This design comes from an exercise in tuning for small area, a short achievable clock period and few clock cycles on the open sky130 flow, not from production work.
At most, simulation tests tie the RTL to the original design; equivalence was not proved.
Power is estimated from default activity; no workload was simulated.

## cordic
module cordic (
    input  wire        clk,
    input  wire        rst_n,
    input  wire        start,
    input  wire [15:0] x_in,
    input  wire [15:0] y_in,
    input  wire [15:0] z_in,
    output reg         done,
    output wire [15:0] x_out,
    output wire [15:0] y_out,
    output wire [15:0] z_out
);
==> module cordic, before the edit <==
module cordic (
    input  wire        clk,
    input  wire        rst_n,
    input  wire        start,
    input  wire [15:0] x_in,
    input  wire [15:0] y_in,
    input  wire [15:0] z_in,
    output reg         done,
    output wire [15:0] x_out,
    output wire [15:0] y_out,
    output wire [15:0] z_out
);
    reg [15:0] x, y, z;
    reg        busy;
    reg [3:0]  it;            
    wire [3:0] i_x = it, i_y = it, i_z = it;
    function [15:0] add16;
        input [15:0] a, b;
        input ci;
        reg [15:0] p, g, pp, gg;
        begin
            p = a ^ b;
            g = a & b;
            gg = g; pp = p;
            gg[0] = g[0] | (p[0] & ci);
            gg[15] = gg[15] | (pp[15] & gg[14]); pp[15] = pp[15] & pp[14];
            gg[13] = gg[13] | (pp[13] & gg[12]); pp[13] = pp[13] & pp[12];
            gg[11] = gg[11] | (pp[11] & gg[10]); pp[11] = pp[11] & pp[10];
            gg[9] = gg[9] | (pp[9] & gg[8]); pp[9] = pp[9] & pp[8];
            gg[7] = gg[7] | (pp[7] & gg[6]); pp[7] = pp[7] & pp[6];
            gg[5] = gg[5] | (pp[5] & gg[4]); pp[5] = pp[5] & pp[4];
            gg[3] = gg[3] | (pp[3] & gg[2]); pp[3] = pp[3] & pp[2];
            gg[1] = gg[1] | (pp[1] & gg[0]); pp[1] = pp[1] & pp[0];
            gg[15] = gg[15] | (pp[15] & gg[13]); pp[15] = pp[15] & pp[13];
            gg[11] = gg[11] | (pp[11] & gg[9]); pp[11] = pp[11] & pp[9];
            gg[7] = gg[7] | (pp[7] & gg[5]); pp[7] = pp[7] & pp[5];
            gg[3] = gg[3] | (pp[3] & gg[1]); pp[3] = pp[3] & pp[1];
            gg[15] = gg[15] | (pp[15] & gg[11]); pp[15] = pp[15] & pp[11];
            gg[7] = gg[7] | (pp[7] & gg[3]); pp[7] = pp[7] & pp[3];
            gg[15] = gg[15] | (pp[15] & gg[7]); pp[15] = pp[15] & pp[7];
            gg[11] = gg[11] | (pp[11] & gg[7]); pp[11] = pp[11] & pp[7];
            gg[13] = gg[13] | (pp[13] & gg[11]); pp[13] = pp[13] & pp[11];
            gg[9] = gg[9] | (pp[9] & gg[7]); pp[9] = pp[9] & pp[7];
            gg[5] = gg[5] | (pp[5] & gg[3]); pp[5] = pp[5] & pp[3];
            gg[14] = gg[14] | (pp[14] & gg[13]); pp[14] = pp[14] & pp[13];
            gg[12] = gg[12] | (pp[12] & gg[11]); pp[12] = pp[12] & pp[11];
            gg[10] = gg[10] | (pp[10] & gg[9]); pp[10] = pp[10] & pp[9];
            gg[8] = gg[8] | (pp[8] & gg[7]); pp[8] = pp[8] & pp[7];
            gg[6] = gg[6] | (pp[6] & gg[5]); pp[6] = pp[6] & pp[5];
            gg[4] = gg[4] | (pp[4] & gg[3]); pp[4] = pp[4] & pp[3];
            gg[2] = gg[2] | (pp[2] & gg[1]); pp[2] = pp[2] & pp[1];
            add16 = p ^ {gg[14:0], ci};
        end
    endfunction
    function [15:0] zadd;
        input [3:0] i;
        input neg;
        begin
            case ({neg, i})
                {1'b0, 4'd0}: zadd = 16'he000;   
                {1'b1, 4'd0}: zadd = 16'h2000;   
                {1'b0, 4'd1}: zadd = 16'hed1c;   
                {1'b1, 4'd1}: zadd = 16'h12e4;   
                {1'b0, 4'd2}: zadd = 16'hf605;   
                {1'b1, 4'd2}: zadd = 16'h09fb;   
                {1'b0, 4'd3}: zadd = 16'hfaef;   
                {1'b1, 4'd3}: zadd = 16'h0511;   
                {1'b0, 4'd4}: zadd = 16'hfd75;   
                {1'b1, 4'd4}: zadd = 16'h028b;   
                {1'b0, 4'd5}: zadd = 16'hfeba;   
                {1'b1, 4'd5}: zadd = 16'h0146;   
                {1'b0, 4'd6}: zadd = 16'hff5d;   
                {1'b1, 4'd6}: zadd = 16'h00a3;   
                {1'b0, 4'd7}: zadd = 16'hffaf;   
                {1'b1, 4'd7}: zadd = 16'h0051;   
                {1'b0, 4'd8}: zadd = 16'hffd7;   
                {1'b1, 4'd8}: zadd = 16'h0029;   
                {1'b0, 4'd9}: zadd = 16'hffec;   
                {1'b1, 4'd9}: zadd = 16'h0014;   
                {1'b0, 4'd10}: zadd = 16'hfff6;   
                {1'b1, 4'd10}: zadd = 16'h000a;   
                {1'b0, 4'd11}: zadd = 16'hfffb;   
                {1'b1, 4'd11}: zadd = 16'h0005;   
                default: zadd = 16'h0000;
            endcase
        end
    endfunction
    function signed [15:0] shr;
        input signed [15:0] v;
        input [3:0] s;
        begin
            shr = v >>> s;
        end
    endfunction
    wire        neg = z[15];
    wire [15:0] xs  = shr(x, i_x);
    wire [15:0] ys  = shr(y, i_y);
    wire [15:0] xn  = add16(x, neg ? ys : ~ys, ~neg);
    wire [15:0] yn  = add16(y, neg ? ~xs : xs, neg);
    wire [15:0] zn  = add16(z, zadd(i_z, neg), 1'b0);
    always @(posedge clk) begin
        if (start) begin
            x <= x_in;
            y <= y_in;
            z <= z_in;
        end else begin
            x <= xn;
            y <= yn;
            z <= zn;
        end
    end
    always @(posedge clk) begin
        if (start) it <= 4'd0;
        else       it <= it + 4'd1;
    end
    wire last = it == 4'd11;
    always @(posedge clk or negedge rst_n) begin
        if (!rst_n) begin
            busy <= 1'b0;
            done <= 1'b0;
        end else begin
            done <= busy && last;
            if (start)     busy <= 1'b1;
            else if (last) busy <= 1'b0;
        end
    end
    assign x_out = x;
    assign y_out = y;
    assign z_out = z;
endmodule
==> flow/config.mk <==
export PLATFORM = sky130hd
export DESIGN_NAME = cordic
export DESIGN_NICKNAME = cordic
export VERILOG_FILES = /design/flow/design.v
export SDC_FILE = /design/flow/constraint.sdc
export NUM_CORES = 4
export LEC_CHECK = 0
export CAP_MARGIN = 20
export CORE_MARGIN = 2
export CORE_UTILIZATION = 40
export CTS_BUF_LIST = sky130_fd_sc_hd__clkbuf_4 sky130_fd_sc_hd__clkbuf_8
export CTS_CLUSTER_DIAMETER = 100
export CTS_CLUSTER_SIZE = 30
export SLEW_MARGIN = 20
==> flow/constraint.sdc <==
create_clock -name core_clock -period 10.0 [get_ports {clk}]
set_input_delay 2.0000 -clock core_clock [delete_from_list [all_inputs] [get_ports {clk}]]
set_output_delay 2.0000 -clock core_clock [all_outputs]
set_load 0.01 [all_outputs]
standard.sh (not shown) runs the stock make flow with config.mk's settings and CLKGATE_MAP_FILE= SYNTH_SCRIPT=/design/flow/synth_recipe.tcl, a recipe that flattens the netlist after the stock synthesis.
==> flow/flow/run.sh <==
#!/bin/bash
# The standard layout with these changes:
# - synthesis is the standard script, with ABC's mapping script replaced by
#   flow/abc_map.script and without the step that maps adders to full- and
#   half-adder cells, so ABC maps the adders' logic itself (the registers are
#   mapped before ABC runs and are the standard synthesis's);
# - the port buffers are made from the smallest buffer cell;
# - timing repair aims at a setup slack of 6.5 ns;
# - clock tree synthesis adds no dummy loads.
set -euo pipefail
here=$(pwd)
{
  head -n 1 synth_recipe.tcl
  echo "proc abc {args} { set i [lsearch \$args -script]; lset args [expr {\$i + 1}] $here/flow/abc_map.script; yosys abc {*}\$args }"
  tail -n +2 synth_recipe.tcl
} > flow_synth.tcl
export BUFFER_PORTS_ARGS="-buffer_cell sky130_fd_sc_hd__buf_1"
cts_args="-sink_clustering_enable -repair_clock_nets -sink_clustering_size 30 -sink_clustering_max_diameter 100 -buf_list {sky130_fd_sc_hd__clkbuf_4 sky130_fd_sc_hd__clkbuf_8} -dont_use_dummy_load"
bash standard.sh CTS_ARGS="$cts_args" SYNTH_SCRIPT="$here/flow_synth.tcl" ADDER_MAP_FILE= SETUP_SLACK_MARGIN=6.5 finish > standard.log 2>&1
==> flow/flow/abc_map.script <==
strash
balance
rewrite
refactor
balance
rewrite
rewrite -z
balance
refactor -z
rewrite -z
balance
dch
map -a
topo
buffer -c
upsize -c
dnsize -c
Testbench counts at the start, summed over its fixed seeds: cycles 12,488.
Rerun with:
--- a/flow/design.v
+++ b/flow/design.v
@@ -31,25 +31,31 @@
             gg[5] = gg[5] | (pp[5] & gg[4]); pp[5] = pp[5] & pp[4];
             gg[3] = gg[3] | (pp[3] & gg[2]); pp[3] = pp[3] & pp[2];
             gg[1] = gg[1] | (pp[1] & gg[0]); pp[1] = pp[1] & pp[0];
             gg[15] = gg[15] | (pp[15] & gg[13]); pp[15] = pp[15] & pp[13];
+            gg[14] = gg[14] | (pp[14] & gg[13]); pp[14] = pp[14] & pp[13];
             gg[11] = gg[11] | (pp[11] & gg[9]); pp[11] = pp[11] & pp[9];
+            gg[10] = gg[10] | (pp[10] & gg[9]); pp[10] = pp[10] & pp[9];
             gg[7] = gg[7] | (pp[7] & gg[5]); pp[7] = pp[7] & pp[5];
+            gg[6] = gg[6] | (pp[6] & gg[5]); pp[6] = pp[6] & pp[5];
             gg[3] = gg[3] | (pp[3] & gg[1]); pp[3] = pp[3] & pp[1];
+            gg[2] = gg[2] | (pp[2] & gg[1]); pp[2] = pp[2] & pp[1];
             gg[15] = gg[15] | (pp[15] & gg[11]); pp[15] = pp[15] & pp[11];
+            gg[14] = gg[14] | (pp[14] & gg[11]); pp[14] = pp[14] & pp[11];
+            gg[13] = gg[13] | (pp[13] & gg[11]); pp[13] = pp[13] & pp[11];
+            gg[12] = gg[12] | (pp[12] & gg[11]); pp[12] = pp[12] & pp[11];
             gg[7] = gg[7] | (pp[7] & gg[3]); pp[7] = pp[7] & pp[3];
+            gg[6] = gg[6] | (pp[6] & gg[3]); pp[6] = pp[6] & pp[3];
+            gg[5] = gg[5] | (pp[5] & gg[3]); pp[5] = pp[5] & pp[3];
+            gg[4] = gg[4] | (pp[4] & gg[3]); pp[4] = pp[4] & pp[3];
             gg[15] = gg[15] | (pp[15] & gg[7]); pp[15] = pp[15] & pp[7];
+            gg[14] = gg[14] | (pp[14] & gg[7]); pp[14] = pp[14] & pp[7];
+            gg[13] = gg[13] | (pp[13] & gg[7]); pp[13] = pp[13] & pp[7];
+            gg[12] = gg[12] | (pp[12] & gg[7]); pp[12] = pp[12] & pp[7];
             gg[11] = gg[11] | (pp[11] & gg[7]); pp[11] = pp[11] & pp[7];
-            gg[13] = gg[13] | (pp[13] & gg[11]); pp[13] = pp[13] & pp[11];
+            gg[10] = gg[10] | (pp[10] & gg[7]); pp[10] = pp[10] & pp[7];
             gg[9] = gg[9] | (pp[9] & gg[7]); pp[9] = pp[9] & pp[7];
-            gg[5] = gg[5] | (pp[5] & gg[3]); pp[5] = pp[5] & pp[3];
-            gg[14] = gg[14] | (pp[14] & gg[13]); pp[14] = pp[14] & pp[13];
-            gg[12] = gg[12] | (pp[12] & gg[11]); pp[12] = pp[12] & pp[11];
-            gg[10] = gg[10] | (pp[10] & gg[9]); pp[10] = pp[10] & pp[9];
             gg[8] = gg[8] | (pp[8] & gg[7]); pp[8] = pp[8] & pp[7];
-            gg[6] = gg[6] | (pp[6] & gg[5]); pp[6] = pp[6] & pp[5];
-            gg[4] = gg[4] | (pp[4] & gg[3]); pp[4] = pp[4] & pp[3];
-            gg[2] = gg[2] | (pp[2] & gg[1]); pp[2] = pp[2] & pp[1];
             add16 = p ^ {gg[14:0], ci};
         end
     endfunction
     function [15:0] zadd;
@@ -87,10 +93,21 @@
     endfunction
     function signed [15:0] shr;
         input signed [15:0] v;
         input [3:0] s;
+        reg signed [15:0] t;
         begin
-            shr = v >>> s;
+            case (s[1:0])
+                2'd0: t = v >>> 0;
+                2'd1: t = v >>> 1;
+                2'd2: t = v >>> 2;
+                2'd3: t = v >>> 3;
+            endcase
+            case (s[3:2])
+                2'd0: shr = t;
+                2'd1: shr = t >>> 4;
+                default: shr = t >>> 8;
+            endcase
         end
     endfunction
     wire        neg = z[15];
     wire [15:0] xs  = shr(x, i_x);
Result: The new run went through all stages and came out clean. Critical path depth went down by 13. Worst setup slack improves by 0.10 ns. Routed wire length rises by about 5%. Fmax grows by 3.1%. Global-route usage climbs by 1.8 points. Final area decreases by 2.5%. Register-to-register slack gets better by 0.12 ns.
No functional check of the RTL was part of the second run of this note.

rev 12:
cordic, a different RTL version from the one above (not shown whole).
For scale: ~920 cells after synthesis, roughly 54 flip-flops, about 0.0053 mm² of cells after synthesis.
==> module cordic, before the edit <==
module cordic (
    input  wire        clk,
    input  wire        rst_n,
    input  wire        start,
    input  wire [15:0] x_in,
    input  wire [15:0] y_in,
    input  wire [15:0] z_in,
    output reg         done,
    output wire [15:0] x_out,
    output wire [15:0] y_out,
    output wire [15:0] z_out
);
    reg [15:0] x, y, z;
    reg        busy;
    reg [3:0]  it;            
    wire [3:0] i_x = it, i_y = it, i_z = it;
    function [15:0] add16;
        input [15:0] a, b;
        input ci;
        reg [15:0] p, g, pp, gg;
        begin
            p = a ^ b;
            g = a & b;
            gg = g; pp = p;
            gg[0] = g[0] | (p[0] & ci);
            gg[15] = gg[15] | (pp[15] & gg[14]); pp[15] = pp[15] & pp[14];
            gg[13] = gg[13] | (pp[13] & gg[12]); pp[13] = pp[13] & pp[12];
            gg[11] = gg[11] | (pp[11] & gg[10]); pp[11] = pp[11] & pp[10];
            gg[9] = gg[9] | (pp[9] & gg[8]); pp[9] = pp[9] & pp[8];
            gg[7] = gg[7] | (pp[7] & gg[6]); pp[7] = pp[7] & pp[6];
            gg[5] = gg[5] | (pp[5] & gg[4]); pp[5] = pp[5] & pp[4];
            gg[3] = gg[3] | (pp[3] & gg[2]); pp[3] = pp[3] & pp[2];
            gg[1] = gg[1] | (pp[1] & gg[0]); pp[1] = pp[1] & pp[0];
            gg[15] = gg[15] | (pp[15] & gg[13]); pp[15] = pp[15] & pp[13];
            gg[14] = gg[14] | (pp[14] & gg[13]); pp[14] = pp[14] & pp[13];
            gg[11] = gg[11] | (pp[11] & gg[9]); pp[11] = pp[11] & pp[9];
            gg[10] = gg[10] | (pp[10] & gg[9]); pp[10] = pp[10] & pp[9];
            gg[7] = gg[7] | (pp[7] & gg[5]); pp[7] = pp[7] & pp[5];
            gg[6] = gg[6] | (pp[6] & gg[5]); pp[6] = pp[6] & pp[5];
            gg[3] = gg[3] | (pp[3] & gg[1]); pp[3] = pp[3] & pp[1];
            gg[2] = gg[2] | (pp[2] & gg[1]); pp[2] = pp[2] & pp[1];
            gg[15] = gg[15] | (pp[15] & gg[11]); pp[15] = pp[15] & pp[11];
            gg[14] = gg[14] | (pp[14] & gg[11]); pp[14] = pp[14] & pp[11];
            gg[13] = gg[13] | (pp[13] & gg[11]); pp[13] = pp[13] & pp[11];
            gg[12] = gg[12] | (pp[12] & gg[11]); pp[12] = pp[12] & pp[11];
            gg[7] = gg[7] | (pp[7] & gg[3]); pp[7] = pp[7] & pp[3];
            gg[6] = gg[6] | (pp[6] & gg[3]); pp[6] = pp[6] & pp[3];
            gg[5] = gg[5] | (pp[5] & gg[3]); pp[5] = pp[5] & pp[3];
            gg[4] = gg[4] | (pp[4] & gg[3]); pp[4] = pp[4] & pp[3];
            gg[15] = gg[15] | (pp[15] & gg[7]); pp[15] = pp[15] & pp[7];
            gg[14] = gg[14] | (pp[14] & gg[7]); pp[14] = pp[14] & pp[7];
            gg[13] = gg[13] | (pp[13] & gg[7]); pp[13] = pp[13] & pp[7];
            gg[12] = gg[12] | (pp[12] & gg[7]); pp[12] = pp[12] & pp[7];
            gg[11] = gg[11] | (pp[11] & gg[7]); pp[11] = pp[11] & pp[7];
            gg[10] = gg[10] | (pp[10] & gg[7]); pp[10] = pp[10] & pp[7];
            gg[9] = gg[9] | (pp[9] & gg[7]); pp[9] = pp[9] & pp[7];
            gg[8] = gg[8] | (pp[8] & gg[7]); pp[8] = pp[8] & pp[7];
            add16 = p ^ {gg[14:0], ci};
        end
    endfunction
    function [15:0] zadd;
        input [3:0] i;
        input neg;
        begin
            case ({neg, i})
                {1'b0, 4'd0}: zadd = 16'he000;   
                {1'b1, 4'd0}: zadd = 16'h2000;   
                {1'b0, 4'd1}: zadd = 16'hed1c;   
                {1'b1, 4'd1}: zadd = 16'h12e4;   
                {1'b0, 4'd2}: zadd = 16'hf605;   
                {1'b1, 4'd2}: zadd = 16'h09fb;   
                {1'b0, 4'd3}: zadd = 16'hfaef;   
                {1'b1, 4'd3}: zadd = 16'h0511;   
                {1'b0, 4'd4}: zadd = 16'hfd75;   
                {1'b1, 4'd4}: zadd = 16'h028b;   
                {1'b0, 4'd5}: zadd = 16'hfeba;   
                {1'b1, 4'd5}: zadd = 16'h0146;   
                {1'b0, 4'd6}: zadd = 16'hff5d;   
                {1'b1, 4'd6}: zadd = 16'h00a3;   
                {1'b0, 4'd7}: zadd = 16'hffaf;   
                {1'b1, 4'd7}: zadd = 16'h0051;   
                {1'b0, 4'd8}: zadd = 16'hffd7;   
                {1'b1, 4'd8}: zadd = 16'h0029;   
                {1'b0, 4'd9}: zadd = 16'hffec;   
                {1'b1, 4'd9}: zadd = 16'h0014;   
                {1'b0, 4'd10}: zadd = 16'hfff6;   
                {1'b1, 4'd10}: zadd = 16'h000a;   
                {1'b0, 4'd11}: zadd = 16'hfffb;   
                {1'b1, 4'd11}: zadd = 16'h0005;   
                default: zadd = 16'h0000;
            endcase
        end
    endfunction
    function signed [15:0] shr;
        input signed [15:0] v;
        input [3:0] s;
        begin
            shr = v >>> s;
        end
    endfunction
    wire        neg = z[15];
    wire [15:0] xs  = shr(x, i_x);
    wire [15:0] ys  = shr(y, i_y);
    wire [15:0] xn  = add16(x, neg ? ys : ~ys, ~neg);
    wire [15:0] yn  = add16(y, neg ? ~xs : xs, neg);
    wire [15:0] zn  = add16(z, zadd(i_z, neg), 1'b0);
    always @(posedge clk) begin
        if (start) begin
            x <= x_in;
            y <= y_in;
            z <= z_in;
        end else begin
            x <= xn;
            y <= yn;
            z <= zn;
        end
    end
    always @(posedge clk) begin
        if (start) it <= 4'd0;
        else       it <= it + 4'd1;
    end
    wire last = it == 4'd11;
    always @(posedge clk or negedge rst_n) begin
        if (!rst_n) begin
            busy <= 1'b0;
            done <= 1'b0;
        end else begin
            done <= busy && last;
            if (start)     busy <= 1'b1;
            else if (last) busy <= 1'b0;
        end
    end
    assign x_out = x;
    assign y_out = y;
    assign z_out = z;
endmodule
==> flow/config.mk <==
export PLATFORM = sky130hd
export DESIGN_NAME = cordic
export DESIGN_NICKNAME = cordic
export VERILOG_FILES = /design/flow/design.v
export SDC_FILE = /design/flow/constraint.sdc
export NUM_CORES = 4
export LEC_CHECK = 0
export CAP_MARGIN = 20
export CORE_MARGIN = 2
export CORE_UTILIZATION = 40
export CTS_BUF_LIST = sky130_fd_sc_hd__clkbuf_4 sky130_fd_sc_hd__clkbuf_8
export CTS_CLUSTER_DIAMETER = 100
export CTS_CLUSTER_SIZE = 30
export SLEW_MARGIN = 20
==> flow/constraint.sdc <==
create_clock -name core_clock -period 10.0 [get_ports {clk}]
set_input_delay 2.0000 -clock core_clock [delete_from_list [all_inputs] [get_ports {clk}]]
set_output_delay 2.0000 -clock core_clock [all_outputs]
set_load 0.01 [all_outputs]
Scripts as last shown in full above: flow/flow/run.sh, flow/flow/abc_map.script
Testbench counts of rev 12, summed over its fixed seeds: cycles 12,488.
Here is what was changed in the inputs of rev 13 compared with rev 12.
--- a/flow/design.v
+++ b/flow/design.v
@@ -93,10 +93,21 @@
     endfunction
     function signed [15:0] shr;
         input signed [15:0] v;
         input [3:0] s;
+        reg signed [15:0] t;
         begin
-            shr = v >>> s;
+            case (s[3:2])
+                2'd0: t = v;
+                2'd1: t = v >>> 4;
+                default: t = v >>> 8;
+            endcase
+            case (s[1:0])
+                2'd0: shr = t >>> 0;
+                2'd1: shr = t >>> 1;
+                2'd2: shr = t >>> 2;
+                2'd3: shr = t >>> 3;
+            endcase
         end
     endfunction
     wire        neg = z[15];
     wire [15:0] xs  = shr(x, i_x);
Notes after the runs:
Rev 13 vs rev 12, sequential share of layout area went down by 0.90 points.
Buffers inserted during post-CTS setup optimization: rev 12 and rev 13 compared, lower one is rev 12
Post-placement cell area of rev 13 falls short of that of rev 12 slightly.
Compared with rev 12, rev 13 shows number of buffers outside the clock class in the layout higher by about 27%.
From rev 12 to rev 13 the numbers moved as follows: setup slack went down by 0.034 ns; floorplan die width shows a reduction of 0.58%; share of total power in combinational logic decreased 0.7 points; distinct cell type count after synthesis shows an increase of 10; power density of the placed cells shrank by 3.2%.
Final area sits higher in rev 13 than in rev 12.
No functional check of the RTL was part of rev 13.

static timing again, ports no longer ideal:
Ports are ideal in the flow. The routed layouts listed here were re-timed in OpenROAD.
Step 1: set_driving_cell puts a clkbuf_16 on clk and a buf_2 on each other input, an assumption about the parent block.
Step 2 times the ports against the registers' clock, not the clock port: input delays grow and output delays shrink by t, the midpoint of the rising clock arrivals with the driver on.
Slacks: ideal ports / drivers / drivers and shift; pairs: ideal ports / drivers.
run	shift t [ns]	setup WS [ns]	worst setup path after step 2
the first run of note 1	0.359	6.613 / 6.613 / 6.495	input to register
the second run of note 1	0.368	6.714 / 6.706 / 6.360	input to register
rev 12	0.369	6.742 / 6.707 / 6.482	input to register
rev 13	0.369	6.708 / 6.708 / 6.521	input to register
After both steps every run listed still meets setup and hold. For the second run of note 1, which loses most, drivers alone change the setup slack by -0.008 ns; drivers and shift together by -0.354 ns.
